Source: an optimization exercise on an open RTL-to-GDS flow (aim: small area). Production flows keep margins and buffers that such runs may drop.
Only simulation tests tie the RTL to the original design; equivalence was not proved.

$ cat design/flow/config.mk
export PLATFORM = sky130hd
export DESIGN_NAME = CONV_ACC
export DESIGN_NICKNAME = CONV_ACC
export VERILOG_FILES = /design/flow/design.v
export SDC_FILE = /design/flow/constraint.sdc
export NUM_CORES = 4
export LEC_CHECK = 0
export CAP_MARGIN = 20
export CORE_MARGIN = 2
export CORE_UTILIZATION = 40
export PLACE_DENSITY = 0.55
export SLEW_MARGIN = 20
$ cat design/flow/constraint.sdc
create_clock -name core_clock -period 8.0 [get_ports {clk}]
set_input_delay 1.6000 -clock core_clock [delete_from_list [all_inputs] [get_ports {clk}]]
set_output_delay 1.6000 -clock core_clock [all_outputs]
set_load 0.01 [all_outputs]
$ cat design/flow/design.v
module IFM_BUFF 
(
   clk
	,rst_n
	,ifm_input
	,ifm_read
	,ifm_buf0
	,ifm_buf1
	,ifm_buf2
);
input clk;
input rst_n;
input signed [7:0] ifm_input;
input ifm_read;
output signed [7:0] ifm_buf0;
output signed [7:0] ifm_buf1;
output signed [7:0] ifm_buf2;
reg signed [7:0] ifm_buf [2:0];
integer i;
always @(posedge clk or negedge rst_n) 
    if (~rst_n) 
    begin
        for(i = 0; i < 3; i = i + 1)  
        begin
            ifm_buf[i] <= 0;
        end
    end 
    else
    begin
        if(ifm_read)
        begin
            ifm_buf[2] <= ifm_buf[1];
            ifm_buf[1] <= ifm_buf[0];
            ifm_buf[0] <= ifm_input;
        end
        else 
        begin
            ifm_buf[2] <= ifm_buf[2];
            ifm_buf[1] <= ifm_buf[1];
            ifm_buf[0] <= ifm_buf[0];
        end
    end 
assign ifm_buf0 = ifm_buf[0];
assign ifm_buf1 = ifm_buf[1];
assign ifm_buf2 = ifm_buf[2];
endmodule 
module WGT_BUFF 
(
	clk
 ,rst_n
 ,wgt_input
 ,wgt_read
 ,wgt_buf0
 ,wgt_buf1
 ,wgt_buf2
);
input clk;
input rst_n;
input signed [7:0] wgt_input;
input wgt_read;
output signed [7:0] wgt_buf0;
output signed [7:0] wgt_buf1;
output signed [7:0] wgt_buf2;
reg signed [7:0] wgt_buf [2:0];
integer i;
always @(posedge clk or negedge rst_n) 
    if (~rst_n) 
    begin
        for(i = 0; i < 3; i = i + 1)  
        begin
            wgt_buf[i] <= 0;
        end
    end 
    else
    begin
        if(wgt_read)
        begin
            wgt_buf[2] <= wgt_buf[1];
            wgt_buf[1] <= wgt_buf[0];
            wgt_buf[0] <= wgt_input;
        end
        else
        begin
            wgt_buf[2] <= wgt_buf[2];
            wgt_buf[1] <= wgt_buf[1];
            wgt_buf[0] <= wgt_buf[0];
        end
    end 
    assign wgt_buf0 = wgt_buf[0];
    assign wgt_buf1 = wgt_buf[1];
    assign wgt_buf2 = wgt_buf[2];
endmodule 
module PE 
(
  clk
 ,rst_n
 ,ifm_input0
 ,ifm_input1
 ,ifm_input2
 ,wgt_input0
 ,wgt_input1
 ,wgt_input2
 ,p_sum
 );
	input clk;
	input rst_n;
  input signed [7:0] ifm_input0; 	
  input signed [7:0] ifm_input1;  
  input signed [7:0] ifm_input2;  
  input signed [7:0] wgt_input0;
  input signed [7:0] wgt_input1;
  input signed [7:0] wgt_input2;
	output signed [24:0] p_sum;
	reg signed [15:0] product [3:0];
  reg signed [16:0] pp_sum  [1:0] ;
  reg signed [24:0] p_sum;
	integer i;
	integer j;
	always @(posedge clk or negedge rst_n) begin
			if(~rst_n) begin
				for(i = 0 ; i < 3 ; i = i + 1) begin
						product[i] <= 0;
				end
				for(i = 0; i < 2 ; i = i + 1) begin
				  	pp_sum [i] <= 0;
				end
				    p_sum <= 0;
			end
		  else begin			   
            product[0] <= ifm_input0 * wgt_input0;
            product[1] <= ifm_input1 * wgt_input1;
            product[2] <= ifm_input2 * wgt_input2;
            pp_sum[0]  <= product[0] + product[1];
            pp_sum[1]  <= product[2];
            p_sum      <= pp_sum[0] + pp_sum[1];
			end
	end
	endmodule
module PE_FSM (clk, rst_n, start_conv, start_again, cfg_ci, cfg_co, 
            ifm_read, wgt_read, p_valid_output, last_chanel_output, end_conv
);
input clk;
input rst_n;
input start_conv;
input start_again;
input [1:0] cfg_ci;
input [1:0] cfg_co;
output ifm_read;
output wgt_read;
output p_valid_output;
output last_chanel_output;
output end_conv;
reg [5:0] ci;
reg [5:0] co;
reg [5:0] cnt1;
reg [8:0] cnt2;
reg [4:0] cnt3;
reg [2:0] current_state;
reg [2:0] next_state;
reg ifm_read;
reg wgt_read;
reg p_valid;
reg last_chanel;
reg end_conv;
parameter [2:0]
    IDLE = 3'b000,
    S1 = 3'b001,
    S2 = 3'b010,
    FINISH = 3'b100; 
parameter[6:0] tile_length =  16;
always @ (posedge clk or negedge rst_n)
    if(!rst_n)
        current_state <= IDLE;
    else
        current_state <= next_state; 
always @(posedge clk or negedge rst_n) begin
    if (!rst_n) begin
        ci <= 0;
        co <= 0;
    end else if(start_conv) begin
        ci <= ((cfg_ci + 6'b000001) << 3);
        co <= ((cfg_co + 6'b000001) << 3);
    end
end
always @ (current_state or start_conv or start_again or cnt1 or cnt2) 
begin
    next_state = 3'bx; 
    case(current_state)
        IDLE: 
            if(start_again)
                next_state = S1;
            else if(start_again && cnt2 == 0 && cnt3 == 0)
                next_state = FINISH;
            else
                next_state = IDLE;
        S1: 
            next_state = (cnt1 == 3) ? S2 : S1;
        S2:
            if(cnt2 == 0 && cnt1 == 0)
                next_state = IDLE;
            else if(cnt1 == 0)
                next_state = S1;
            else 
                next_state = S2;
        default:
            next_state = IDLE;
    endcase
end
always @ (posedge clk or negedge rst_n)
    if(!rst_n)
        {ifm_read, wgt_read, p_valid, last_chanel, end_conv} <= 5'b00000;
    else
        begin
            {ifm_read, wgt_read, p_valid, last_chanel, end_conv} <= 5'b00000;
            case(next_state)
                IDLE:
                    {ifm_read, wgt_read, p_valid, last_chanel, end_conv} <= 5'b00000;
                S1: 
                begin
                    {ifm_read, wgt_read, end_conv} <= 3'b110;
                    p_valid <= (cnt1 < 2) ? 0 : 1; 
                    last_chanel <= (cnt1 == 2 && cnt2 == 0) ? 1 : 0; 
                end
                S2:
                    begin
                        {ifm_read, wgt_read, p_valid, end_conv} <= 4'b1010; 
                        last_chanel <= (cnt2 == 0) ? 1 : 0;               
                    end
                FINISH:
                    {ifm_read, wgt_read, p_valid, last_chanel, end_conv} <= 5'b00001;           
                default:
                    {ifm_read, wgt_read, p_valid, last_chanel, end_conv} <= 5'b00000;
            endcase
        end
always @ (posedge clk or negedge rst_n)
    if(!rst_n)
        begin
            cnt1 <= 0;
            cnt2 <= 0;
            cnt3 <= 0;
        end
    else
        begin
            if(next_state == IDLE)
                cnt1 <= 0;
            else
                begin
                    if (cnt1 == tile_length + 1)
                        cnt1 <= 0;
                    else      
                        cnt1 <= cnt1 + 1;
                    if(cnt1 == 0)
                    begin                     
                        if(cnt2 == ci-1)
                            cnt2 <= 0;
                        else
                            cnt2 <= cnt2 + 1;
                        if(cnt2 == 0)
                            if(cnt3 == co*15-1)
                                cnt3 <= 0;
                            else
                                cnt3 <= cnt3 + 1;
                        else 
                            cnt3 <= cnt3;
                    end
                    else
                        cnt2 <= cnt2;
                end
           end
reg [2:0] p_valid_i;
reg [2:0] last_chanel_i;
reg p_valid_output;
reg last_chanel_output;
always @(posedge clk or negedge rst_n)
    if (!rst_n) begin
        p_valid_output     <= 0;
        p_valid_i[2]       <= 0;
        p_valid_i[1]       <= 0;
        p_valid_i[0]       <= 0;
        last_chanel_output <= 0; 
        last_chanel_i[2]   <= 0;
        last_chanel_i[1]   <= 0;
        last_chanel_i[0]   <= 0;
    end else begin
        p_valid_output     <= p_valid_i[2];
        p_valid_i[2]       <= p_valid_i[1];
        p_valid_i[1]       <= p_valid_i[0];
        p_valid_i[0]       <= p_valid;
        last_chanel_output <= last_chanel_i[2]; 
        last_chanel_i[2]   <= last_chanel_i[1];
        last_chanel_i[1]   <= last_chanel_i[0];
        last_chanel_i[0]   <= last_chanel;
    end
endmodule  
module PSUM_ADD #(
    parameter data_width = 25
) (
    input clk,
    input rst_n,
    input signed [data_width-1:0] pe0_data,
    input signed [data_width-1:0] pe1_data,
    input signed [data_width-1:0] pe2_data,
    input signed [data_width-1:0] fifo_data,
    output signed [data_width-1:0] out 
);
    reg signed [data_width-1:0] psum0;
    reg signed [data_width-1:0] psum1;
    reg signed [data_width-1:0] psum2;
    reg signed [data_width-1:0] out_r;
    assign out = out_r;
    always @(posedge clk or negedge rst_n) begin
        if (!rst_n) begin
            psum0 <= 0;
            psum1 <= 0;
            psum2 <= 0;
            out_r   <= 0;
        end else begin
            psum0 <= pe0_data + pe1_data;
            psum1 <= pe2_data;
            psum2 <= psum0 + psum1;
            out_r <= fifo_data + psum2;
        end
    end 
endmodule
module SYNCH_FIFO #(
    parameter data_width = 28,
    parameter addr_width = 8,
    parameter depth      = 46
) (
    input clk,
    input rd_en,
    input wr_en,
    input rst_n,
    output empty,
    output full,
    output reg [data_width-1:0] data_out,
    input [data_width-1:0] data_in
);
    reg [addr_width:0] cnt;
    reg [data_width-1:0] fifo_mem [0:depth-1];
    reg [addr_width-1:0] rd_ptr;
    reg [addr_width-1:0] wr_ptr;
    assign empty = (cnt == 0);
    assign full  = (cnt == depth);
    always @(posedge clk or negedge rst_n) begin
        if (!rst_n)
            rd_ptr   <= 0;
        else if (rd_en && !empty) begin
            if (rd_ptr == depth-1)
                rd_ptr <= 0;
            else
                rd_ptr <= rd_ptr + 1;
        end else
            rd_ptr <= rd_ptr;
    end
    always @(posedge clk or negedge rst_n) begin
        if (!rst_n)
            data_out <= 0;
        else if (rd_en && !empty)
            data_out <= fifo_mem[rd_ptr];
    end
    always @(posedge clk or negedge rst_n) begin
        if (!rst_n)
            wr_ptr <= 0;
        else if (wr_en  && !full) begin
            if (wr_ptr == depth-1)
                wr_ptr <= 0;
            else
                wr_ptr <= wr_ptr + 1;
        end else
            wr_ptr <= wr_ptr;
    end
    always @(posedge clk) begin
        if (wr_en  & ~full)
            fifo_mem[wr_ptr] = data_in;
    end
    always @(posedge clk or negedge rst_n) begin
        if (!rst_n)
            cnt <= 0;
        else begin
            case ({wr_en, rd_en})
                2'b00: cnt <= cnt;
                2'b01: cnt <= !empty ? cnt-1 : cnt;
                2'b10: cnt <= !full  ? cnt+1 : cnt;
                2'b11: cnt <= cnt;
            endcase
        end
    end
endmodule
module PSUM_BUFF #(
    parameter data_width = 25, 
    parameter addr_width = 8,
    parameter depth      = 46
) (
    input clk,
    input rst_n,
    input p_valid_data,
    input p_write_zero,
    input p_init,
    input odd_cnt,
    input signed [data_width-1:0] pe0_data,
    input signed [data_width-1:0] pe1_data,
    input signed [data_width-1:0] pe2_data,
    output [data_width-1:0] fifo_out,
    output valid_fifo_out
);
    reg  [data_width-1:0] fifo_in0;
    reg  [data_width-1:0] fifo_in1;
    wire signed [data_width-1:0] adder_out;
    wire empty0, full0;
    wire empty1, full1;
    reg fifo_rd_en0;
    reg fifo_wr_en0;
    reg fifo_rd_en1;
    reg fifo_wr_en1;
    reg d_odd_cnt;
    always @(posedge clk or negedge rst_n) begin
        if (!rst_n)
            d_odd_cnt <= 0;
        else 
            d_odd_cnt <= odd_cnt;
    end 
    reg [3-1:0] p_valid;
    reg [3-1:0] p_write_zero_reg;
    reg  [data_width-1:0] fifo_out_i;
    reg  [data_width-1:0] fifo_out_a;
    wire [data_width-1:0] fifo_out_i0;
    wire [data_width-1:0] fifo_out_i1;
    always @(*) begin
        if (!rst_n) begin
            fifo_out_i = 0;
            fifo_out_a = 0;
        end else if (~d_odd_cnt) begin
            fifo_out_i = fifo_out_i1;
            fifo_out_a = fifo_out_i0;
        end else begin
            fifo_out_i = fifo_out_i0;
            fifo_out_a = fifo_out_i1;
        end
    end 
    assign valid_fifo_out = p_write_zero_reg;
    assign fifo_out = fifo_out_i[data_width-1] ? 0 : fifo_out_i;
    wire write_zero;
    assign write_zero = p_write_zero || p_write_zero_reg;
    always @(*) begin
        if (!rst_n) begin
            fifo_rd_en0 = 0;
            fifo_wr_en0 = 0;
            fifo_rd_en1 = 0;
            fifo_wr_en1 = 0;
            fifo_in0 = 0;
            fifo_in1 = 0;
        end else if (p_init) begin
            fifo_rd_en0 = 0;
            fifo_wr_en0 = 1;
            fifo_rd_en1 = 0;
            fifo_wr_en1 = 1;
            fifo_in0 = 0;
            fifo_in1 = 0;
        end else if (write_zero & d_odd_cnt) begin
            fifo_rd_en0 = p_write_zero;
            fifo_wr_en0 = p_write_zero_reg;
            fifo_rd_en1 = p_valid[0];
            fifo_wr_en1 = p_valid[2];
            fifo_in0 = 0;
            fifo_in1 = adder_out;
        end else if (write_zero & ~d_odd_cnt) begin
            fifo_rd_en1 = p_write_zero;
            fifo_wr_en1 = p_write_zero_reg;
            fifo_rd_en0 = p_valid[0];
            fifo_wr_en0 = p_valid[2];
            fifo_in1 = 0;
            fifo_in0 = adder_out;
        end else if (~d_odd_cnt & ~write_zero) begin
            fifo_rd_en1 = 0;
            fifo_wr_en1 = 0;
            fifo_rd_en0 = p_valid[0];
            fifo_wr_en0 = p_valid[2];
            fifo_in1 = 0;
            fifo_in0 = adder_out;
        end else if (d_odd_cnt & ~write_zero) begin
            fifo_rd_en0 = 0;
            fifo_wr_en0 = 0;
            fifo_rd_en1 = p_valid[0];
            fifo_wr_en1 = p_valid[2];
            fifo_in0 = 0;
            fifo_in1 = adder_out;
        end else begin
            fifo_rd_en0 = 0;
            fifo_wr_en0 = 0;
            fifo_rd_en1 = 0;
            fifo_wr_en1 = 0;
            fifo_in0 = 0;
            fifo_in1 = 0;
        end
    end
    always @(posedge clk or negedge rst_n) begin
        if (!rst_n)
            p_valid <= 3'b0;
        else
            p_valid <= {p_valid[1:0], p_valid_data};
    end
    always @(posedge clk or negedge rst_n) begin
        if (!rst_n)
            p_write_zero_reg <= 1'b0;
        else
            p_write_zero_reg <= p_write_zero;
    end
    PSUM_ADD #(.data_width(data_width)) adder_tree (
        .clk(clk),
        .rst_n(rst_n),
        .pe0_data(pe0_data),
        .pe1_data(pe1_data),
        .pe2_data(pe2_data),
        .fifo_data(fifo_out_a),
        .out(adder_out)
    );
    SYNCH_FIFO #(
        .data_width(data_width),
        .addr_width(addr_width),
        .depth(depth)
    ) synch_fifo0 (
        .clk(clk),
        .rd_en(fifo_rd_en0),
        .wr_en(fifo_wr_en0),
        .rst_n(rst_n),
        .empty(empty0),
        .full(full0),
        .data_out(fifo_out_i0),
        .data_in(fifo_in0)
    );
    SYNCH_FIFO #(
        .data_width(data_width),
        .addr_width(addr_width),
        .depth(depth)
    ) synch_fifo1 (
        .clk(clk),
        .rd_en(fifo_rd_en1),
        .wr_en(fifo_wr_en1),
        .rst_n(rst_n),
        .empty(empty1),
        .full(full1),
        .data_out(fifo_out_i1),
        .data_in(fifo_in1)
    );
endmodule
module WRITE_BACK #(
    parameter data_width = 25,
    parameter depth = 46
) (
    input  clk,
    input  rst_n,
    input  start_init,
    input  p_filter_end,
    input  [data_width-1:0] row0,
    input  row0_valid,
    input  [data_width-1:0] row1,
    input  row1_valid,
    input  [data_width-1:0] row2,
    input  row2_valid,
    input  [data_width-1:0] row3,
    input  row3_valid,
    output p_write_zero0,
    output p_write_zero1,
    output p_write_zero2,
    output p_write_zero3,
    output p_init,
    output [data_width-1:0] out_port0,
    output [data_width-1:0] out_port1,
    output port0_valid,
    output port1_valid,
    output start_conv,
    output odd_cnt
);
    localparam IDLE         = 4'd0;
    localparam INIT_BUFF    = 4'd1;
    localparam START_CONV   = 4'd2;
    localparam WAIT_ADD     = 4'd3;
    localparam WAIT_WRITE0    = 4'd4;
    localparam ROW_0_1      = 4'd5;
    localparam CLEAR_0_1    = 4'd6;
    localparam ROW_2_3      = 4'd7;
    localparam CLEAR_2_3    = 4'd8;
    localparam ROW_5        = 4'd9;
    localparam CLEAR_START_CONV = 4'd10;
    localparam CLEAR_CNT    = 4'd11;
    reg [3:0] st_next;
    reg [3:0] st_cur;
    reg [7:0] cnt;
    always @(posedge clk or negedge rst_n) begin
        if (!rst_n)
            st_cur <= IDLE;
        else
            st_cur <= st_next;
    end
    always @(*) begin
        st_next = st_cur;
        case(st_cur)
            IDLE:
                if (start_init)
                    st_next = INIT_BUFF;
                else
                    st_next = IDLE;
            INIT_BUFF:
                if (cnt == depth-1)
                    st_next = START_CONV;
                else
                    st_next = INIT_BUFF;
            START_CONV:
                if (cnt >= depth+2)
                    st_next = CLEAR_START_CONV;
                else
                    st_next = START_CONV;
            CLEAR_START_CONV:
                if (p_filter_end)
                    st_next = WAIT_ADD;
                else
                    st_next = CLEAR_START_CONV;
            WAIT_ADD:
                if (cnt == depth-1)
                    st_next = WAIT_WRITE0;
                else
                    st_next = WAIT_ADD;
            WAIT_WRITE0:
                st_next = CLEAR_CNT;
            CLEAR_CNT:
                st_next = ROW_0_1;
            ROW_0_1:
                if (cnt == depth-1)
                    st_next = CLEAR_0_1;
                else
                    st_next = ROW_0_1;
            CLEAR_0_1:
                st_next = ROW_2_3;
            ROW_2_3:
                if (cnt == depth-1)
                    st_next = CLEAR_2_3;
                else
                    st_next = ROW_2_3;
            CLEAR_2_3:
                st_next = ROW_5;
            ROW_5:
                if (cnt == depth-1)
                    st_next = CLEAR_START_CONV;
                else
                    st_next = ROW_5;
            default:
                st_next = IDLE;
        endcase
    end
    reg p_write_zero0_r;
    reg p_write_zero1_r;
    reg p_write_zero2_r;
    reg p_write_zero3_r;
    reg p_init_r;
    reg [data_width-1:0] out_port0_r;
    reg [data_width-1:0] out_port1_r;
    reg port0_valid_r;
    reg port1_valid_r;
    reg start_conv_r;
    always @(posedge clk or negedge rst_n) begin
        if (!rst_n)
            start_conv_r <= 0;
        else if (st_cur == START_CONV || st_cur == CLEAR_CNT)
            start_conv_r <= 1;
        else
            start_conv_r <= 0;
    end
    assign start_conv = start_conv_r;
    reg odd_cnt_r;
    always @(posedge clk or negedge rst_n) begin
        if (!rst_n)
            odd_cnt_r <= 0;
        else if (st_cur == CLEAR_CNT)
            odd_cnt_r <= ~odd_cnt;
        else
            odd_cnt_r <= odd_cnt;
    end
    assign odd_cnt = odd_cnt_r;
    always @(posedge clk or negedge rst_n) begin
        if (!rst_n) begin
            p_write_zero0_r <= 0;
            p_write_zero1_r <= 0;
        end else if (st_cur == ROW_0_1) begin
            p_write_zero0_r <= 1;
            p_write_zero1_r <= 1;
        end else begin
            p_write_zero0_r <= 0;
            p_write_zero1_r <= 0;
        end
    end
    always @(posedge clk or negedge rst_n) begin
        if (!rst_n) begin
            p_write_zero2_r <= 0;
            p_write_zero3_r <= 0;
        end else if (st_cur == ROW_2_3) begin
            p_write_zero2_r <= 1;
            p_write_zero3_r <= 1;
        end else begin
            p_write_zero2_r <= 0;
            p_write_zero3_r <= 0;
        end
    end
    assign p_write_zero0 = p_write_zero0_r;
    assign p_write_zero1 = p_write_zero1_r;
    assign p_write_zero2 = p_write_zero2_r;
    assign p_write_zero3 = p_write_zero3_r;
    always @(posedge clk or negedge rst_n) begin
        if (!rst_n)
            p_init_r <= 0;
        else if (st_cur == INIT_BUFF)
            p_init_r <= 1;
        else
            p_init_r <= 0;
    end
    assign p_init = p_init_r;
    always @(posedge clk or negedge rst_n) begin
        if (!rst_n)
            cnt <= 0;
        else if (st_cur == IDLE || st_cur == CLEAR_0_1  || st_cur == CLEAR_START_CONV
            || st_cur == CLEAR_2_3 || st_cur == CLEAR_CNT)
            cnt <= 0;
        else
            cnt <= cnt + 1;
    end
    always @(posedge clk or negedge rst_n) begin
        if (!rst_n) begin
            out_port0_r <= 0;
            out_port1_r <= 0;
            port0_valid_r <= 0;
            port1_valid_r <= 0;
        end else begin
            case({row0_valid, row1_valid, row2_valid, row3_valid}) 
                4'b1100 : begin
                    out_port0_r <= row0;
                    out_port1_r <= row1;
                    port0_valid_r <= row0_valid;
                    port1_valid_r <= row1_valid;
                end
                4'b0011 : begin
                    out_port0_r <= row2;
                    out_port1_r <= row3;
                    port0_valid_r <= row2_valid;
                    port1_valid_r <= row3_valid;
                end
                default : begin
                    out_port0_r <= 0;
                    out_port1_r <= 0;
                    port0_valid_r <= 0;
                    port1_valid_r <= 0;
                end
            endcase
        end
    end
    assign out_port0 = out_port0_r;
    assign out_port1 = out_port1_r;
    assign port0_valid = port0_valid_r;
    assign port1_valid = port1_valid_r;
endmodule
module CONV_ACC #(
    parameter out_data_width = 25,
    parameter buf_addr_width = 5,
    parameter buf_depth      = 16
) (
    input  clk,
    input  rst_n,
    input  start_conv,
    input  [1:0] cfg_ci,
    input  [1:0] cfg_co,
    input  [47:0] ifm,
    input  [23:0] weight,
    output [24:0] ofm_port0,
    output [24:0] ofm_port1,
    output ofm_port0_v,
    output ofm_port1_v,
    output ifm_read,
    output wgt_read,
    output end_conv
);
    reg [7:0] rows [0:5];
    always @(*) begin
        rows[0] = ifm[7:0];
        rows[1] = ifm[15:8];
        rows[2] = ifm[23:16];
        rows[3] = ifm[31:24];
        rows[4] = ifm[39:32];
        rows[5] = ifm[47:40];
    end
    reg [7:0] wgts [0:2];
    always @(*) begin
        wgts[0] = weight[7:0];
        wgts[1] = weight[15:8];
        wgts[2] = weight[23:16];
    end
    wire ifm_read_en;
    wire wgt_read_en;
    assign ifm_read = ifm_read_en;
    assign wgt_read = wgt_read_en;
    wire [out_data_width-1:0] pe00_data, pe10_data, pe20_data, pe30_data;
    wire [out_data_width-1:0] pe01_data, pe11_data, pe21_data, pe31_data;
    wire [out_data_width-1:0] pe02_data, pe12_data, pe22_data, pe32_data;
    wire [out_data_width-1:0] pe03_data, pe13_data, pe23_data, pe33_data;
    wire p_filter_end, p_valid_data, start_again;
    PE_FSM #(.tile_length(16)) pe_fsm ( .clk(clk), .rst_n(rst_n), .start_conv(start_conv), .start_again(start_again), .cfg_ci(cfg_ci), .cfg_co(cfg_co),
            .ifm_read(ifm_read_en), .wgt_read(wgt_read_en), .p_valid_output(p_valid_data),
            .last_chanel_output(p_filter_end), .end_conv(end_conv) );
    wire [7:0] ifm_buf00, ifm_buf01, ifm_buf02;  
    wire [7:0] ifm_buf10, ifm_buf11, ifm_buf12;  
    wire [7:0] ifm_buf20, ifm_buf21, ifm_buf22;  
    wire [7:0] ifm_buf30, ifm_buf31, ifm_buf32;  
    wire [7:0] ifm_buf40, ifm_buf41, ifm_buf42;  
    wire [7:0] ifm_buf50, ifm_buf51, ifm_buf52;  
  wire [7:0] wgt_buf00, wgt_buf01, wgt_buf02;  
  wire [7:0] wgt_buf10, wgt_buf11, wgt_buf12;  
  wire [7:0] wgt_buf20, wgt_buf21, wgt_buf22;  
  IFM_BUFF ifm_buf0( .clk(clk), .rst_n(rst_n), .ifm_input(rows[0]), .ifm_read(ifm_read_en),
  .ifm_buf0(ifm_buf00), .ifm_buf1(ifm_buf01), .ifm_buf2(ifm_buf02)); 
  IFM_BUFF ifm_buf1( .clk(clk), .rst_n(rst_n), .ifm_input(rows[1]), .ifm_read(ifm_read_en),
  .ifm_buf0(ifm_buf10), .ifm_buf1(ifm_buf11), .ifm_buf2(ifm_buf12)); 
  IFM_BUFF ifm_buf2( .clk(clk), .rst_n(rst_n), .ifm_input(rows[2]), .ifm_read(ifm_read_en),
  .ifm_buf0(ifm_buf20), .ifm_buf1(ifm_buf21), .ifm_buf2(ifm_buf22)); 
  IFM_BUFF ifm_buf3( .clk(clk), .rst_n(rst_n), .ifm_input(rows[3]), .ifm_read(ifm_read_en),
  .ifm_buf0(ifm_buf30), .ifm_buf1(ifm_buf31), .ifm_buf2(ifm_buf32)); 
  IFM_BUFF ifm_buf4( .clk(clk), .rst_n(rst_n), .ifm_input(rows[4]), .ifm_read(ifm_read_en),
  .ifm_buf0(ifm_buf40), .ifm_buf1(ifm_buf41), .ifm_buf2(ifm_buf42)); 
  IFM_BUFF ifm_buf5( .clk(clk), .rst_n(rst_n), .ifm_input(rows[5]), .ifm_read(ifm_read_en),
  .ifm_buf0(ifm_buf50), .ifm_buf1(ifm_buf51), .ifm_buf2(ifm_buf52)); 
  WGT_BUFF wgt_buf0( .clk(clk), .rst_n(rst_n), .wgt_input(wgts[0]), .wgt_read(wgt_read_en),.wgt_buf0(wgt_buf00), .wgt_buf1(wgt_buf01), .wgt_buf2(wgt_buf02)); 
  WGT_BUFF wgt_buf1( .clk(clk), .rst_n(rst_n), .wgt_input(wgts[1]), .wgt_read(wgt_read_en),.wgt_buf0(wgt_buf10), .wgt_buf1(wgt_buf11), .wgt_buf2(wgt_buf12)); 
  WGT_BUFF wgt_buf2( .clk(clk), .rst_n(rst_n), .wgt_input(wgts[2]), .wgt_read(wgt_read_en),.wgt_buf0(wgt_buf20), .wgt_buf1(wgt_buf21), .wgt_buf2(wgt_buf22)); 
  PE pe00( .clk(clk), .rst_n(rst_n), .ifm_input0(ifm_buf00), .ifm_input1(ifm_buf01), .ifm_input2(ifm_buf02), .wgt_input0(wgt_buf00), .wgt_input1(wgt_buf01), .wgt_input2(wgt_buf02), .p_sum(pe00_data) );
  PE pe01( .clk(clk), .rst_n(rst_n), .ifm_input0(ifm_buf10), .ifm_input1(ifm_buf11), .ifm_input2(ifm_buf12), .wgt_input0(wgt_buf00), .wgt_input1(wgt_buf01), .wgt_input2(wgt_buf02), .p_sum(pe01_data) );
  PE pe02( .clk(clk), .rst_n(rst_n), .ifm_input0(ifm_buf20), .ifm_input1(ifm_buf21), .ifm_input2(ifm_buf22), .wgt_input0(wgt_buf00), .wgt_input1(wgt_buf01), .wgt_input2(wgt_buf02), .p_sum(pe02_data) );
  PE pe03( .clk(clk), .rst_n(rst_n), .ifm_input0(ifm_buf30), .ifm_input1(ifm_buf31), .ifm_input2(ifm_buf32), .wgt_input0(wgt_buf00), .wgt_input1(wgt_buf01), .wgt_input2(wgt_buf02), .p_sum(pe03_data) );
  PE pe10( .clk(clk), .rst_n(rst_n), .ifm_input0(ifm_buf10), .ifm_input1(ifm_buf11), .ifm_input2(ifm_buf12), .wgt_input0(wgt_buf10), .wgt_input1(wgt_buf11), .wgt_input2(wgt_buf12), .p_sum(pe10_data) );
  PE pe11( .clk(clk), .rst_n(rst_n), .ifm_input0(ifm_buf20), .ifm_input1(ifm_buf21), .ifm_input2(ifm_buf22), .wgt_input0(wgt_buf10), .wgt_input1(wgt_buf11), .wgt_input2(wgt_buf12), .p_sum(pe11_data) );
  PE pe12( .clk(clk), .rst_n(rst_n), .ifm_input0(ifm_buf30), .ifm_input1(ifm_buf31), .ifm_input2(ifm_buf32), .wgt_input0(wgt_buf10), .wgt_input1(wgt_buf11), .wgt_input2(wgt_buf12), .p_sum(pe12_data) );
  PE pe13( .clk(clk), .rst_n(rst_n), .ifm_input0(ifm_buf40), .ifm_input1(ifm_buf41), .ifm_input2(ifm_buf42), .wgt_input0(wgt_buf10), .wgt_input1(wgt_buf11), .wgt_input2(wgt_buf12), .p_sum(pe13_data) );
  PE pe20( .clk(clk), .rst_n(rst_n), .ifm_input0(ifm_buf20), .ifm_input1(ifm_buf21), .ifm_input2(ifm_buf22), .wgt_input0(wgt_buf20), .wgt_input1(wgt_buf21), .wgt_input2(wgt_buf22), .p_sum(pe20_data) );
  PE pe21( .clk(clk), .rst_n(rst_n), .ifm_input0(ifm_buf30), .ifm_input1(ifm_buf31), .ifm_input2(ifm_buf32), .wgt_input0(wgt_buf20), .wgt_input1(wgt_buf21), .wgt_input2(wgt_buf22), .p_sum(pe21_data) );
  PE pe22( .clk(clk), .rst_n(rst_n), .ifm_input0(ifm_buf40), .ifm_input1(ifm_buf41), .ifm_input2(ifm_buf42), .wgt_input0(wgt_buf20), .wgt_input1(wgt_buf21), .wgt_input2(wgt_buf22), .p_sum(pe22_data) );
  PE pe23( .clk(clk), .rst_n(rst_n), .ifm_input0(ifm_buf50), .ifm_input1(ifm_buf51), .ifm_input2(ifm_buf52), .wgt_input0(wgt_buf20), .wgt_input1(wgt_buf21), .wgt_input2(wgt_buf22), .p_sum(pe23_data) );
    wire [out_data_width-1:0] fifo_out[0:3];
    wire valid_fifo_out[0:3];
    wire p_write_zero[0:3];
    wire p_init;
    wire odd_cnt;
    WRITE_BACK #(
        .data_width(out_data_width),
        .depth(buf_depth)
    ) writeback_control (
        .clk(clk),
        .rst_n(rst_n),
        .start_init(start_conv),
        .p_filter_end(p_filter_end),
        .row0(fifo_out[0]),
        .row0_valid(valid_fifo_out[0]),
        .row1(fifo_out[1]),
        .row1_valid(valid_fifo_out[1]),
        .row2(fifo_out[2]),
        .row2_valid(valid_fifo_out[2]),
        .row3(fifo_out[3]),
        .row3_valid(valid_fifo_out[3]),
        .p_write_zero0(p_write_zero[0]),
        .p_write_zero1(p_write_zero[1]),
        .p_write_zero2(p_write_zero[2]),
        .p_write_zero3(p_write_zero[3]),
        .p_init(p_init),
        .out_port0(ofm_port0),
        .out_port1(ofm_port1),
        .port0_valid(ofm_port0_v),
        .port1_valid(ofm_port1_v),
        .start_conv(start_again),
        .odd_cnt(odd_cnt)
    );
    PSUM_BUFF #(
        .data_width(out_data_width),
        .addr_width(buf_addr_width),
        .depth(buf_depth)
    ) psum_buff0 (
        .clk(clk),
        .rst_n(rst_n),
        .p_valid_data(p_valid_data),
        .p_write_zero(p_write_zero[0]),
        .p_init(p_init),
        .odd_cnt(odd_cnt),
        .pe0_data(pe00_data),
        .pe1_data(pe10_data),
        .pe2_data(pe20_data),
        .fifo_out(fifo_out[0]),
        .valid_fifo_out(valid_fifo_out[0])
    );
    PSUM_BUFF #(
        .data_width(out_data_width),
        .addr_width(buf_addr_width),
        .depth(buf_depth)
    ) psum_buff1 (
        .clk(clk),
        .rst_n(rst_n),
        .p_valid_data(p_valid_data),
        .p_write_zero(p_write_zero[1]),
        .p_init(p_init),
        .odd_cnt(odd_cnt),
        .pe0_data(pe01_data),
        .pe1_data(pe11_data),
        .pe2_data(pe21_data),
        .fifo_out(fifo_out[1]),
        .valid_fifo_out(valid_fifo_out[1])
    );
    PSUM_BUFF #(
        .data_width(out_data_width),
        .addr_width(buf_addr_width),
        .depth(buf_depth)
    ) psum_buff2 (
        .clk(clk),
        .rst_n(rst_n),
        .p_valid_data(p_valid_data),
        .p_write_zero(p_write_zero[2]),
        .p_init(p_init),
        .odd_cnt(odd_cnt),
        .pe0_data(pe02_data),
        .pe1_data(pe12_data),
        .pe2_data(pe22_data),
        .fifo_out(fifo_out[2]),
        .valid_fifo_out(valid_fifo_out[2])
    );
    PSUM_BUFF #(
        .data_width(out_data_width),
        .addr_width(buf_addr_width),
        .depth(buf_depth)
    ) psum_buff3 (
        .clk(clk),
        .rst_n(rst_n),
        .p_valid_data(p_valid_data),
        .p_write_zero(p_write_zero[3]),
        .p_init(p_init),
        .odd_cnt(odd_cnt),
        .pe0_data(pe03_data),
        .pe1_data(pe13_data),
        .pe2_data(pe23_data),
        .fifo_out(fifo_out[3]),
        .valid_fifo_out(valid_fifo_out[3])
    );
endmodule  
$ cat design/flow/run.sh
#!/bin/bash
# synth_recipe.tcl (not shown) runs the flow's synth.tcl, then flattens the netlist and writes it again
# the make line also repeats each setting of config.mk as NAME=value (left out here)
make -C /OpenROAD-flow-scripts/flow DESIGN_CONFIG=/design/flow/config.mk WORK_HOME=/design/flow/orfs CLKGATE_MAP_FILE= SYNTH_SCRIPT=/design/flow/synth_recipe.tcl finish
==> flow_summary.ini <==
[run_status]
status = timing/DRC/antenna clean

[detailed_routing]
ant_nets = 0
wl_per_cell_um = 22.8
viasPerCell = 5.14
num_vias = 176000
drc = 0
firstDrtPassIters = 6
drt_wl_total_mm = 778
drt_iter0_markers = 13800

[place]
placed_cell_area_um2 = 323000
placed_cells = 33000
gp_congestion = 0.852
portBuffers = 129
dp_hpwl_mm = 533
place_ws_ns = 2.24

[finish]
final_cells = 34200
mostFrequentLayoutCell = inv_1
finalInstanceArea_um2 = 344000
area_growth_pct = 11.2
nNetsFinal = 27300
layout_common_cells = inv_1, edfxtp_1, dfrtp_1, fa_1, ha_1
drive_above_1_share_pct = 12.5
fin_util_pct = 44.7

[worst_setup_path]
start_kind = flip-flop
crit_required_ns = 8.92
crit_fanout = 21
rr_worst_depth = 16
worst-setup-path-type = flip-flop to flip-flop
cp-end-kind = flip-flop
rrSetupSlack_ns = 2.29
worstPathArrival_ns = 6.63

[global_routing]
grtUsageTotal_pct = 20.0
antenna_found_initial = 72
grt_max_degree = 154
grt_overflow = 0
grt_first_pass_wirelength_mm = 1170
grt_pass1_vias = 182000

[timing]
setup_violations = 0
post-route-period-util_pct = 71.4
drv_slew = 0
rsz0062_at_grt = false
finalHoldViolCount = 0
fin_ws_ns = 2.29
finClkSkew_ns = 0.103
finalSetupTns_ns = 0
worstMarginPinSlew_ns = 1.15
slew_headroom_pct = 23.6
whs_ns = 0.323
finalCriticalPeriod_ns = 5.71
clock.fmax_mhz = 175

[clocking]
cts_buffers = 606
cts_setup_buffers = 0
clkSinkCount = 5410
hold_buffers = 0
clk-insertion-delay-late_ns = 1.12
cts_root_buffer = clkbuf_16
clock_path_buffers = 4
cts_tree = yes
clkTransAtPathRegs_ns = 0.06
cts.repair.resized = 0
htree_levels = 6

[floorplanning]
die_h_um = 883
boundaryPins = 134
rows = 322
coreArea_um2 = 770000
fp.dieW_um = 883
die-area_um2 = 780000
initial_core_util_pct = 40.2

[yosys]
syn_inst = 23100
ys_seq_elements = 5410
netlist_area_um2 = 309000
synth_flop_cell = edfxtp_1
synth_edf_count = 3200
yosysWarnings = 17
syn_area_per_cell_um2 = 13.4
async_reset_ff_share_pct = 40.9
synth_seq_area_share_pct = 49.0
ys_types = 88

[min_path]
holdPathStages = 0
min_path_type = flip-flop to flip-flop

[flow_run]
max_cap_viol_count = 0
[path summary, 6_finish.rpt]
path | startpoint | to
max | wgt_buf1.wgt_buf[0][7] | pe12.product[0][15]
max reg2reg | wgt_buf1.wgt_buf[0][7] | pe12.product[0][15]
min reg2reg | pe_fsm.last_chanel_i[1] | pe_fsm.last_chanel_i[2]
min in group asynchronous | rst_n | psum_buff3.synch_fifo0.data_out[20]
max in group asynchronous | rst_n | ifm_buf3.ifm_buf[2][2]
min | pe_fsm.last_chanel_i[1] | pe_fsm.last_chanel_i[2]
[kinds of logic (layout without fill, tap and decap cells)]
family	count (synthesis)	in the layout	synth area share, %
buffers and inverters	4060	4890	4.96
DFF	5410	5410	49.0
AOI/OAI and AO/OA	2041	2041	4.29
xor gates and xnor gates	1141	1141	3.23
adders and majority gates	3820	3820	20.4
muxes	1692	1692	9.76
other	1	81	0.00121
and+or+nand+nor	4892	4892	8.40
[per-layer routing]
metal | up-vias | global-route usage (%) | routed length, um
li1 | 79300 | - | -
met5 | - | 0 | 80
met4 | 12 | 5.14 | 22000
met2 | 3832 | 32.3 | 363000
met3 | 911 | 2.65 | 39600
met1 | 91600 | 28.7 | 354000
[cells in the mapped netlist (437+ instances only)]
cell type | count | area share (%)
mux2_2 | 567 | 2.1
o21ai_0 | 437 | 0.71
nor2_1 | 869 | 1.1
dfrtp_1 | 2210 | 18
and2_1 | 1626 | 3.3
clkbuf_1 | 656 | 0.80
ha_1 | 1796 | 7.3
edfxtp_1 | 3200 | 31
mux4_2 | 1000 | 7.3
xnor2_1 | 910 | 2.6
nand2_1 | 899 | 1.1
inv_1 | 3292 | 4.0
fa_1 | 2024 | 13
a21oi_1 | 521 | 0.84
[area by class of cell]
cell class	count	area, um2
diodes	77	193
clock buffers	823	16800
clock inverters	291	3490
fillers	69300	426000
inverters	3297	12400
multi-input cells	13600	143000
flip-flops and latches	5410	152000
well taps	10200	12800
repair buffers	479	4120
[worst max-delay path, stage by stage (launching register included)]
cell      delay (ns)
dfrtp_1         0.32
buf_4           0.35
clkinv_1        0.92
nor2_1          0.37
fa_1            0.47
fa_1            0.47
fa_1            0.49
inv_1           0.05
fa_1            0.48
inv_1           0.04
ha_1            0.29
a21boi_0        0.16
o311a_1         0.33
o21a_1          0.19
o21a_1          0.19
o41a_1          0.32
xnor2_1         0.13

[afterwards: timing with drivers on the ports]
How much do the figures lean on ideal ports? The routed layout below was timed once more, with nothing changed but the port constraints. Step 1: set_driving_cell puts a clkbuf_16 on clk and a buf_2 on each other input, an assumption about the parent block. Step 2 also shifts input and output timing later by t, the mid clock arrival at the registers, as if the neighbouring blocks saw the same clock. Slacks: no drivers / after step 1 / after step 2; pairs: no drivers / after step 1.
shift t [ns]: 1.203
slack for setup (ns): 2.289 / 2.289 / 2.146
slew at the worst register clock pin (ns): 0.07 / 0.07
worst data-port slew with drivers (ns): 0.18
After both steps this run still meets setup and hold. For this run, drivers alone change the setup slack by 0.000 ns; drivers and shift together by -0.143 ns.
